Source: an optimization exercise on an open RTL-to-GDS flow (aim: small area and a short achievable clock period). Production flows keep margins and buffers that such runs may drop. At most, simulation tests tie the RTL to the original design; equivalence was not proved. The RTL of run 2 was laid out without a check of its function. Power is estimated from default activity; no workload was simulated.

## flow/design.v (module list and top-level ports; edited modules follow where they fit)
// module Top_Module: 1319 lines
// module fa: 4 lines
// module ha: 4 lines
// module pgc: 4 lines
// module gc: 3 lines
module Top_Module(
    input clk,
    input wire [31:0] Num1,
    input wire [31:0] Num2,
    output reg [31:0] out
);
  // ...
==> flow/flow/run.sh <==
#!/bin/bash
# Standard layout (the standard.sh) with two changes to how it is made:
# port buffers use buf_2 instead of the default delay-cell choice, and timing
# repair aims for a setup slack of 8.0 ns instead of 0. The clock period and
# all constraints are unchanged. Full tool output goes to standard.log.
bash standard.sh SETUP_SLACK_MARGIN=8.0 "BUFFER_PORTS_ARGS=-buffer_cell sky130_fd_sc_hd__buf_2" finish > standard.log 2>&1
==> flow/standard.sh <==
#!/bin/bash
# synth_recipe.tcl (not shown) runs the flow's synth.tcl, then flattens the netlist and writes it again
# the make line also repeats each setting of config.mk as NAME=value (left out here)
make -C /OpenROAD-flow-scripts/flow DESIGN_CONFIG=/design/flow/config.mk WORK_HOME=/design/flow/orfs CLKGATE_MAP_FILE= SYNTH_SCRIPT=/design/flow/synth_recipe.tcl "${@:-finish}"
==> flow/config.mk <==
export PLATFORM = sky130hd
export DESIGN_NAME = Top_Module
export DESIGN_NICKNAME = Top_Module
export VERILOG_FILES = /design/flow/design.v
export SDC_FILE = /design/flow/constraint.sdc
export NUM_CORES = 4
export LEC_CHECK = 0
export CAP_MARGIN = 20
export CORE_MARGIN = 2
export CORE_UTILIZATION = 55
export CTS_CLUSTER_DIAMETER = 120
export CTS_CLUSTER_SIZE = 30
export SLEW_MARGIN = 20
export SYNTH_HIERARCHICAL = 1
export SYNTH_MINIMUM_KEEP_SIZE = 0
==> flow/constraint.sdc <==
create_clock -name core_clock -period 11.0 [get_ports {clk}]
set_input_delay 2.2000 -clock core_clock [delete_from_list [all_inputs] [get_ports {clk}]]
set_output_delay 2.2000 -clock core_clock [all_outputs]
set_load 0.01 [all_outputs]
==> impl_results.rst, run 1 <==
.. list-table::
   :header-rows: 1

   * - Metric
     - Value
   * - Status
     - complete, no violations
   * - Worst setup path startpoint
     - out[27]$_SDFF_PP1_
   * - Register-to-register path setup slack
     - 7.83 ns
   * - Combined area of the multi-input logic cells
     - 0.0155 mm²
   * - Total clock sinks
     - 268
   * - Utilization after layout
     - 0.664
   * - Final setup violation count
     - 0
   * - Synth Warn #
     - 7
   * - Fraction of synthesized cell area in xor and xnor cells
     - 0.147
   * - Number of DRC markers in iteration 0
     - 1,860
   * - Slew headroom
     - 0.523
   * - Post-synthesis async set-or-reset flop share
     - 0
   * - Hpwl dp
     - 37.0 mm
   * - Slew at the pin closest to its max-slew limit
     - 0.696 ns
   * - Routability congestion estimate from global placement
     - 0.895
   * - Fmax
     - 314 MHz
   * - Max IR drop VDD
     - 0.249 mV
   * - Number of cells on the critical path
     - 1
   * - Max H-tree Level
     - 1
   * - Chain of cells forming the critical path
     - buf_6
   * - # placed instances
     - 2,460
   * - Compound-gate portion of the synthesized area
     - 0.165
   * - Post-Route M1 WL
     - 25.0 mm
   * - Share of final-layout standard cells stronger than drive strength 1
     - 0.241
   * - Number of nets still failing antenna checks after routing
     - 0
==> run 2: changes to the inputs <==
--- a/flow/design.v
+++ b/flow/design.v
@@ -840,16 +840,19 @@
     ha u_h3 (.a(f239_c), .b(f241_s), .s(h3_s), .co(h3_c));
     wire f242_s = ~(ma[22] ^ pp_11_24);
     wire f242_c = ma[22] | pp_11_24;
     wire f243_s, f243_c;
     fa u_f243 (.a(f242_s), .b(f241_c), .c(h3_c), .s(f243_s), .co(f243_c));
     wire f244_s = ~(sn_11 ^ f242_c);
     wire f244_c = sn_11 | f242_c;
     wire [8:0] lsum = {1'b0, h2_s, f6_s, f3_s, f1_s, h0_s, f0_s, pp_0_1, bn[0]} + {1'b0, f6_c, 1'b0, 1'b0, h1_s, f0_c, 1'b0, 1'b0, pp_0_0};
+    wire [7:0] lx = {h2_s, f6_s, f3_s, f1_s, h0_s, f0_s, pp_0_1, bn[0]};
+    wire [7:0] ly = {f6_c, 1'b0, 1'b0, h1_s, f0_c, 1'b0, 1'b0, pp_0_0};
+    wire lsz = (lx[0] ^ ly[0]) | (|((lx[7:1] ^ ly[7:1]) ^ (lx[6:0] | ly[6:0])));
     reg q8_0, q8_1, q8_2, q9_0, q9_1, q10_0, q10_1, q11_0, q11_1, q12_0, q12_1, q13_0, q13_1, q14_0, q14_1, q15_0, q15_1, q16_0, q16_1, q17_0, q17_1, q18_0, q18_1, q19_0, q19_1, q19_2, q19_3, q20_0, q20_1, q20_2, q21_0, q21_1, q21_2, q22_0, q22_1, q22_2, q23_0, q23_1, q23_2, q24_0, q24_1, q24_2, q24_3, q25_0, q25_1, q25_2, q26_0, q26_1, q26_2, q27_0, q27_1, q27_2, q27_3, q28_0, q28_1, q28_2, q29_0, q29_1, q29_2, q29_3, q30_0, q30_1, q30_2, q31_0, q31_1, q31_2, q31_3, q32_0, q32_1, q32_2, q33_0, q33_1, q34_0, q34_1, q35_0, q35_1, q35_2, q36_0, q36_1, q37_0, q37_1, q37_2, q38_0, q38_1, q39_0, q39_1, q39_2, q40_0, q40_1, q41_0, q42_0, q42_1, q42_2, q43_0, q44_0, q44_1, q44_2, q45_0, q45_1, q46_0, q47_0, q47_1;
     reg        s2, n2;
     reg [9:0]  x2;
     reg        lc2, ls2;
     always @(posedge clk) begin
         q8_0 <= f10_s;
         q8_1 <= f11_s;
         q8_2 <= f9_s;
@@ -948,17 +951,17 @@
         q44_1 <= f240_s;
         q44_2 <= f238_c;
         q45_0 <= h3_s;
         q45_1 <= f240_c;
         q46_0 <= f243_s;
         q47_0 <= f244_s;
         q47_1 <= f243_c;
         lc2 <= lsum[8];
-        ls2 <= |lsum[7:0];
+        ls2 <= lsz;
         s2 <= s1 & ~is_nan;
         n2 <= is_nan;
         x2 <= e2;
     end
     wire mf245_s, mf245_c;
     fa u_mf245 (.a(q8_0), .b(q8_1), .c(q8_2), .s(mf245_s), .co(mf245_c));
     wire mh4_s, mh4_c;
     ha u_mh4 (.a(q9_0), .b(q9_1), .s(mh4_s), .co(mh4_c));
==> flow/flow/run.sh (replaced) <==
#!/bin/bash
# Standard layout (the standard.sh) with two changes to how it is made:
# port buffers use buf_2 instead of the default delay-cell choice, and timing
# repair aims for a setup slack of 7.85 ns instead of 0. The clock period and
# all constraints are unchanged. Full tool output goes to standard.log.
bash standard.sh SETUP_SLACK_MARGIN=7.85 "BUFFER_PORTS_ARGS=-buffer_cell sky130_fd_sc_hd__buf_2" finish > standard.log 2>&1
==> impl_results.rst, run 2 <==
.. list-table::
   :header-rows: 1

   * - Metric
     - Value
   * - Library cell with the highest instance count after synthesis
     - xnor2_1 (unchanged)
   * - Floorplan die height
     - 198 µm (about the same)
   * - Post-synthesis instance area
     - 0.0207 mm² (was 0.0208 mm²)
   * - Insertion delay of the later-clocked pin in the worst-skew pair
     - 0.53 ns (was 0.54 ns)
   * - Ys flop type
     - dfxtp_1 (unchanged)
   * - Initial standard-cell utilization of the core
     - 0.554 (was 0.555)
   * - Most frequent standard cell in the layout excluding fill and tap cells
     - xnor2_1 (unchanged)
   * - Global-route wire length before repair
     - 92.9 mm (was 92.7 mm)
   * - Top cells by instance count after synthesis
     - xnor2_1 (288), dfxtp_1 (268), fa_1 (267) (was xnor2_1 (286), dfxtp_1 (268), fa_1 (267))
   * - RSZ-0062 raised after global routing
     - true (unchanged)
   * - Required time reported for the critical path endpoint
     - 11.44 ns (was 8.80 ns)
   * - Detailed-route vias per instance
     - 6.23 (was 6.14)
   * - Overall global routing resource usage
     - 0.311 (was 0.310)
   * - Total congestion overflow after global routing
     - 0 (unchanged)
   * - Number of maximum-capacitance violations
     - 0 (unchanged)
   * - Hpwl dp
     - 38.4 mm (was 37.0 mm)
   * - Combined area of the multi-input logic cells
     - 0.0150 mm² (was 0.0155 mm²)
   * - Placement-stage cell area
     - 0.0216 mm² (was 0.0219 mm²)
   * - Dominant combinational cell family by area after synthesis
     - adder cells (unchanged)
   * - Num CTS Buffers
     - 13 (was 14)
   * - Via Count
     - 15,600 (was 15,800)
   * - Cell at the root of the clock tree
     - clkbuf_16 (unchanged)
   * - Number of nets still failing antenna checks after routing
     - 0 (unchanged)
   * - Max IR drop VDD
     - 0.233 mV (was 0.249 mV)
   * - Width of the die
     - 198 µm (about the same)
   * - DR pass1 iterations
     - 6 (unchanged)
   * - Top reg by flops
     - out (unchanged)
   * - Fraction of synthesized cell area in xor and xnor cells
     - 0.148 (was 0.147)
   * - Number of slew-limit violations in the final report
     - 0 (unchanged)
   * - Final routed DRC violation total
     - 0 (unchanged)
   * - Synth area leader
     - dfxtp_1 (unchanged)
   * - I/O pin cnt
     - 97 (unchanged)
   * - Row count
     - 71 (unchanged)
   * - Synth Instances
     - 1,941 (unchanged)
   * - # fillers
     - 2,975 (was 2,888)
   * - Number of flip-flops under the largest register name
     - 32 (unchanged)
   * - Status
     - complete, no violations (unchanged)
   * - Biggest regs
     - out (32), p3 (26), ma (23) (unchanged)
   * - Launching element type of the critical path
     - input port (was flop)
   * - Initial antenna violation count
     - 0 (was 1)
   * - Final setup violation count
     - 0 (unchanged)
   * - Post-synthesis simple-gate area fraction
     - 0.0669 (was 0.0672)
   * - Share of final-layout standard cells stronger than drive strength 1
     - 0.175 (was 0.241)
   * - Sequential cell area
     - 0.00548 mm² (was 0.00550 mm²)
   * - CTS Hold Bufs
     - 0 (unchanged)
   * - Distinct cell type count of the synthesized netlist
     - 52 (was 62)
   * - Slew at the pin closest to its max-slew limit
     - 1.19 ns (was 0.696 ns)
   * - Worst-case clock buffer depth
     - 3 (unchanged)
   * - Routability congestion estimate from global placement
     - 0.870 (was 0.895)
   * - Total clock sinks
     - 268 (unchanged)
   * - Largest net degree at the start of global routing
     - 31 (unchanged)
   * - Crit-path max FO
     - 2 (was 1)
   * - Mean post-synth cell area
     - 10.7 µm² (about the same)
   * - Number of DRC markers in iteration 0
     - 1,554 (was 1,860)
   * - Fmax
     - 315 MHz (was 314 MHz)
   * - Top-area cell type share of the netlist area
     - 0.259 (was 0.258)
   * - Post-synthesis async set-or-reset flop share
     - 0 (unchanged)
   * - Slew headroom
     - 0.202 (was 0.523)
   * - Crit path capture type
     - flop (was primary output)
   * - Share of synthesized area occupied by flip-flops and latches
     - 0.259 (was 0.258)
   * - Buffers on Ports
     - 96 (unchanged)
   * - Final period util
     - 0.289 (about the same)
   * - Finished layout cell area
     - 0.0238 mm² (was 0.0248 mm²)
   * - CTS clock-pin slew for the worst setup and hold paths
     - 0.11 ns (about the same)
   * - Placeable core area
     - 0.0373 mm² (was 0.0374 mm²)
   * - Routed wire length
     - 62.1 mm (was 62.4 mm)
   * - Post-layout total power
     - 0.00802 W (was 0.00822 W)
   * - Number of enable-type register cells in the synthesized netlist
     - 0 (unchanged)
   * - Final Critical Period
     - 3.18 ns (about the same)
   * - Worst endpoint data arrival time
     - 3.61 ns (was 0.98 ns)
   * - Die area
     - 0.0392 mm² (was 0.0393 mm²)
   * - Post-synthesis mux area share
     - 0.00810 (was 0.0128)
   * - Sum of negative setup slack
     - 0 ns (unchanged)
   * - Worst-case hold slack
     - 0.346 ns (was 0.342 ns)
   * - CTS tree
     - done (unchanged)
   * - Synth Warn #
     - 7 (unchanged)
   * - Worst-case clock skew
     - 0.0370 ns (was 0.0466 ns)
   * - Most area-consuming cells after synthesis
     - dfxtp_1 (26%), fa_1 (26%), xnor2_1 (12%), a22oi_1 (9.6%), ha_1 (5.4%) (was dfxtp_1 (26%), fa_1 (26%), xnor2_1 (12%), a22oi_1 (9.6%), ha_1 (5.2%))
   * - Compound-gate portion of the synthesized area
     - 0.163 (was 0.165)
   * - Adder-Cell Fraction of Synth Area
     - 0.313 (was 0.309)
   * - Mean routed wirelength per cell
     - 24.8 µm (was 24.3 µm)
   * - Final Hold Violating Endpoints
     - 0 (unchanged)
   * - Max H-tree Level
     - 1 (unchanged)
   * - Area Growth Syn to Fin
     - 14.8% (was 19.5%)
   * - Vias in the first global route
     - 15,900 (was 16,200)
   * - Power per unit of standard cell area
     - 338 mW/mm² (was 331 mW/mm²)
   * - Leading cell types in the layout, fill and taps excluded
     - xnor2_1 (286), a22oi_1 (256), fa_1 (251) (was xnor2_1 (271), a22oi_1 (230), fa_1 (211))
   * - Flop and latch count out of synthesis
     - 268 (unchanged)
   * - Class of the most critical hold timing path
     - reg2reg (unchanged)
   * - Worst setup path category
     - in2reg (was reg2out)
   * - Number of nets in the layout
     - 2,448 (was 2,471)
   * - Leakage power
     - 9.76 nW (was 10.1 nW)
[run 2: changes by cell type in the layout (fill, tap and decap cells not counted), sizes merged, moves of 5 or more]
cell / delta
o31ai: -5
buf: -24
nor3: -5
and2: -6
a311oi: +5
nand3: +6
mux2: -5
nor2: +6
[run 2: cell families after synthesis]
kind of cell               Yosys count
buffers and inverters              225
and+or+nand+nor                    250
muxes                               16
adders and majority gates          357
DFF                                268
other                                2
xor gates and xnor gates           349
AOI/OAI and AO/OA                  474
[run 2: worst paths after layout]
path / start / to / slack (ns) / cells after the start
worst max-delay path: Num1[1] / fa1$_DFF_P_ / 7.82 / 4
worst min-delay path: n2$_DFF_P_ / n3$_DFF_P_ / 0.35 / 0
worst max register to register: q31_0$_DFF_P_ / p3[23]$_DFF_P_ / 7.82 / 11
worst min register to register: n2$_DFF_P_ / n3$_DFF_P_ / 0.35 / 0
[run 2: worst max-delay path, cell delays in order]
cell	delay [ns]
buf_2	0.10
nor4_1	0.99
nand4_1	0.18
nor2_1	0.14
[run 2: report_power, final]
part           leakage [nW]  internal, W  total, W  switching [W]
Sequential             2.27      0.00141   0.00165       0.000243
Clock                 0.190     0.000233  0.000571       0.000339
Combinational          7.31      0.00286   0.00579        0.00293
Total                  9.76      0.00451   0.00802        0.00351
[run 2: final cells by class]
type                    count  share of cell area
diodes                      1            0.000105
clock buffers              14              0.0143
clock inverters             4             0.00211
inverters                  72              0.0115
multi-input cells        1468               0.632
flip-flops and latches    268               0.231
well taps                 474              0.0250
repair buffers            203              0.0846
[run 2: per-stage QoR]
step / utilization / setup WS, ns / std cells
2_1_floorplan: - / 7.77 / 1959
3_3_place_gp: 0.580 / 6.49 / 2425
3_5_place_dp: 0.580 / 6.29 / 2425
4_1_cts: 0.611 / 7.80 / 2468
5_1_grt: 0.637 / 7.77 / 2503
6_report: 0.637 / 7.82 / 2504
[run 2: what timing repair did]
action,4_1_cts,5_1_grt
setup buffers,19,25
pin swaps,20,42
gates resized for setup,105,143
gates cloned,6,10
endpoints found under the setup margin,122,91
[run 2: per-module statistics from Yosys, one instance, submodules excluded]
module | flops+latches | area (µm²) | cells inside | copies in the design
fa | 0 | 20.0 | 1 | 266
Top_Module | 268 | 14000 | 1501 | 1
ha | 0 | 12.5 | 1 | 20
pgc | 0 | 13.8 | 2 | 58
gc | 0 | 7.51 | 1 | 38
[run 2: routing by layer]
layer	global-route usage	up-vias	part of all wire
li1	-	6783	-
met1	0.429	7739	0.42
met2	0.490	905	0.45
met3	0.0639	178	0.098
met4	0.103	0	0.038
met5	0	-	0

[static timing again, ports no longer ideal]
In the flow no input, the clock included, has a driving cell. The finished layouts below were timed again as built, in two steps.
Step 1 assumes that a clkbuf_16 drives the clock port and a buf_2 every other input.
Step 2 adds t to the input delays and takes it off the output delays; t is the mean of the earliest and latest rising clock arrival at the registers after step 1. Input paths then give back, and output paths get back, about the clock's delay inside the block.
Slacks: ideal / step 1 / step 2; pairs: ideal / step 1.
run	shift t [ns]	slack for setup (ns)	worst hold slack (ns)
run 1	0.573	7.816 / 7.759 / 7.547	0.342 / 0.342 / 0.342
run 2	0.565	7.824 / 7.791 / 7.296	0.346 / 0.346 / 0.346
After both steps every run listed still meets setup and hold. For run 2, which loses most, drivers alone change the setup slack by -0.033 ns; drivers and shift together by -0.528 ns.
